What follows belongs to an exercise in optimizing a design on an open flow for small area; a production flow would make more cautious choices.
In this exercise RTL edits were held to simulation tests only and were not proved equivalent to the original.
No activity file was given, so power comes from the tool's default toggle rates.

the previous run:
// gm
module gm(
    input wire clk_1mhz, input wire rst,
    input wire [10:0] btn_in,
    output wire piezo_out,
    output wire [7:0] led_out,
    output wire [7:0] seg_out,
    output wire [7:0] seg_arr_out,
    output wire [7:0] seg_sel_out,
    output wire servo_out,
    output wire [3:0] led_red_out,
    output wire [3:0] led_green_out,
    output wire [3:0] led_blue_out,
    output wire [7:0] lcd_data,
    output wire lcd_rs,
    output wire lcd_rw,
    output wire lcd_en
);
Size: ~1800 cells after synthesis, ~70 I/O pins, roughly 13000 µm² of cells after synthesis.
Settings: LEC_CHECK=0, ABC_AREA=1, CAP_MARGIN=20, CORE_MARGIN=2, CORE_UTILIZATION=70, CTS_BUF_LIST=sky130_fd_sc_hd__clkbuf_4, SLEW_MARGIN=20; clock period 25.0 ns.
run.sh (not shown) runs the stock make flow with config.mk's settings and CLKGATE_MAP_FILE= SYNTH_SCRIPT=/design/flow/synth_recipe.tcl, a recipe that flattens the netlist after the stock synthesis.
Looking at the reports, the previous run completed the entire flow and the layout it produced met the timing, design-rule and antenna checks.
What the current run does differently from the previous run at the input level:
Settings: a deleted CTS_BUF_LIST that had been sky130_fd_sc_hd__clkbuf_4.
==> flow/flow/run.sh (new file) <==
#!/bin/bash
# Own layout flow: the standard ORFS flow, with
#  - the standard synthesis script, only ABC's mapping script swapped (flow/abc_map.script)
#  - port buffers of the smallest buffer cell
#  - clock tree without dummy loads
# Every tool's output goes to a log in this folder (and ORFS's own logs under orfs/logs).
set -euo pipefail
W=$(pwd)
F=$W/flow

# synthesis: synth_recipe.tcl unchanged, with abc's -script argument replaced
cat > $W/own_synth.tcl <<EOT
proc abc {args} {
  set i [lsearch -exact \$args -script]
  if {\$i >= 0} { lset args [expr {\$i + 1}] {$F/abc_map.script} }
  yosys abc {*}\$args
}
source {$W/synth_recipe.tcl}
EOT

# extra settings on top of the standard flow's config.mk
cp $W/config.mk $W/own_config.mk
cat $F/extra.mk >> $W/own_config.mk

sed -e "s#SYNTH_SCRIPT=[^ ]*synth_recipe.tcl#SYNTH_SCRIPT=$W/own_synth.tcl#" \
    -e "s#DESIGN_CONFIG=[^ ]*config.mk#DESIGN_CONFIG=$W/own_config.mk#" \
    $W/standard.sh > $W/own_standard.sh
grep -q own_synth.tcl $W/own_standard.sh
grep -q own_config.mk $W/own_standard.sh

bash $W/own_standard.sh > $W/own_flow.log 2>&1
==> flow/flow/abc_map.script (new file) <==
strash
&get -n
&deepsyn -T 60
&put
dch -f
map -a
topo
==> flow/flow/extra.mk (new file) <==
export BUFFER_PORTS_ARGS = -buffer_cell sky130_fd_sc_hd__buf_1
export CTS_ARGS = -sink_clustering_enable -repair_clock_nets -dont_use_dummy_load -buf_list sky130_fd_sc_hd__clkbuf_4
==> flow/standard.sh (new file) <==
#!/bin/bash
# synth_recipe.tcl (not shown) runs the flow's synth.tcl, then flattens the netlist and writes it again
# the make line also repeats each setting of config.mk as NAME=value (left out here)
make -C /OpenROAD-flow-scripts/flow DESIGN_CONFIG=/design/flow/config.mk WORK_HOME=/design/flow/orfs CLKGATE_MAP_FILE= SYNTH_SCRIPT=/design/flow/synth_recipe.tcl "${@:-finish}"
removed: flow/run.sh
--- outcome ---
- Compared with the previous run, in the current run basic-gate share of the synthesized area counting and, or, nand and nor cells lost 9.3 points; later-pin clock latency in the skew report neither gained nor lost much; critical path depth neither gained nor lost much.
- In the current run relative to the previous run, total power had gone down by more than 10%.
- Diff the previous run -> the current run: post-synthesis cell count now smaller; non-clock buffer count down 3; internal power summed over all cells shows a reduction of 11%; total wire length after detailed routing shows a reduction of about 13%; chip width has decreased.
- The current run vs. the previous run: design area went down by 2100 µm².

========
Another version of the RTL of gm (not shown whole).
Size: ~210 flip-flops, ~0.010 sq mm of cells after synthesis.
export LEC_CHECK = 0
export ABC_AREA = 1
export CAP_MARGIN = 20
export CORE_MARGIN = 2
export CORE_UTILIZATION = 80
export SLEW_MARGIN = 20
create_clock -name core_clock -period 25.0 [get_ports {clk_1mhz}]
standard.sh (not shown) runs the stock make flow with config.mk's settings and CLKGATE_MAP_FILE= SYNTH_SCRIPT=/design/flow/synth_recipe.tcl, a recipe that flattens the netlist after the stock synthesis.
==> flow/flow/run.sh <==
#!/bin/bash
# Own layout flow: the standard ORFS flow, with
#  - the standard synthesis script, only ABC's mapping script swapped (flow/abc_map.script)
#  - port buffers of the smallest buffer cell
#  - clock tree without dummy loads
#  - no adder-cell mapping before ABC (extra.mk: ADDER_MAP_FILE empty)
# Every tool's output goes to a log in this folder (and ORFS's own logs under orfs/logs).
set -euo pipefail
W=$(pwd)
F=$W/flow

# synthesis: synth_recipe.tcl unchanged, with abc's -script argument replaced
cat > $W/own_synth.tcl <<EOT
proc abc {args} {
  set i [lsearch -exact \$args -script]
  if {\$i >= 0} { lset args [expr {\$i + 1}] {$F/abc_map.script} }
  yosys abc {*}\$args
}
source {$W/synth_recipe.tcl}
EOT

# extra settings on top of the standard flow's config.mk
cp $W/config.mk $W/own_config.mk
cat $F/extra.mk >> $W/own_config.mk

sed -e "s#SYNTH_SCRIPT=[^ ]*synth_recipe.tcl#SYNTH_SCRIPT=$W/own_synth.tcl#" \
    -e "s#DESIGN_CONFIG=[^ ]*config.mk#DESIGN_CONFIG=$W/own_config.mk#" \
    $W/standard.sh > $W/own_standard.sh
grep -q own_synth.tcl $W/own_standard.sh
grep -q own_config.mk $W/own_standard.sh

bash $W/own_standard.sh > $W/own_flow.log 2>&1
==> flow/flow/abc_map.script <==
strash
&get -n
&deepsyn -T 300
&put
dch -f
amap
topo
==> flow/flow/extra.mk <==
export BUFFER_PORTS_ARGS = -buffer_cell sky130_fd_sc_hd__buf_1
export CTS_ARGS = -sink_clustering_enable -repair_clock_nets -dont_use_dummy_load -buf_list "sky130_fd_sc_hd__clkbuf_8" -sink_clustering_size 12 -sink_clustering_max_diameter 100
export ADDER_MAP_FILE =
The baseline produced a clean layout.
Edit:
==> flow/flow/abc_map.script (replaced) <==
strash
&get -n
&deepsyn -T 150
&put
dch -f
amap
topo
==> flow/flow/extra.mk (replaced) <==
export BUFFER_PORTS_ARGS = -buffer_cell sky130_fd_sc_hd__buf_1
export CTS_ARGS = -sink_clustering_enable -repair_clock_nets -dont_use_dummy_load -buf_list "sky130_fd_sc_hd__clkbuf_16" -sink_clustering_size 24 -sink_clustering_max_diameter 100
export ADDER_MAP_FILE =
What happened: The changed run produced a clean layout; worst hold slack degrades by 0.0070 ns; die area rises by 0.71%; setup slack improves by 0.28 ns; cell area rises by 1.1%; non-clock buffer count rises by 2; wire length rises by 7.5%.

==> separate check: timing with driven ports <==
The results above use ideal ports. As a check the final layouts listed here were re-extracted and re-timed, cells and wires unchanged.
Step 1 (the two cells are an assumption about what drives the block):
set clk [get_ports {clk_1mhz}]
set_driving_cell -lib_cell sky130_fd_sc_hd__clkbuf_16 $clk
set_driving_cell -lib_cell sky130_fd_sc_hd__buf_2 [delete_from_list [all_inputs] $clk]
Step 2 times the ports against the registers' clock, not the clock port: input delays grow and output delays shrink by t, the midpoint of the rising clock arrivals with the driver on.
a / b / c = no drivers / after step 1 / after step 2; a / b = the first two.
run | shift t [ns] | slack for setup (ns) | slew at the worst register clock pin (ns)
the previous run | 0.715 | 16.475 / 16.432 / 17.147 | 0.07 / 0.07
the current run | 0.675 | 16.643 / 16.603 / 17.278 | 0.07 / 0.07
the first run of note 2 | 0.558 | 16.461 / 16.423 / 16.981 | 0.09 / 0.09
the second run of note 2 | 0.500 | 16.740 / 16.697 / 17.197 | 0.10 / 0.10
After both steps every run listed still meets setup and hold.
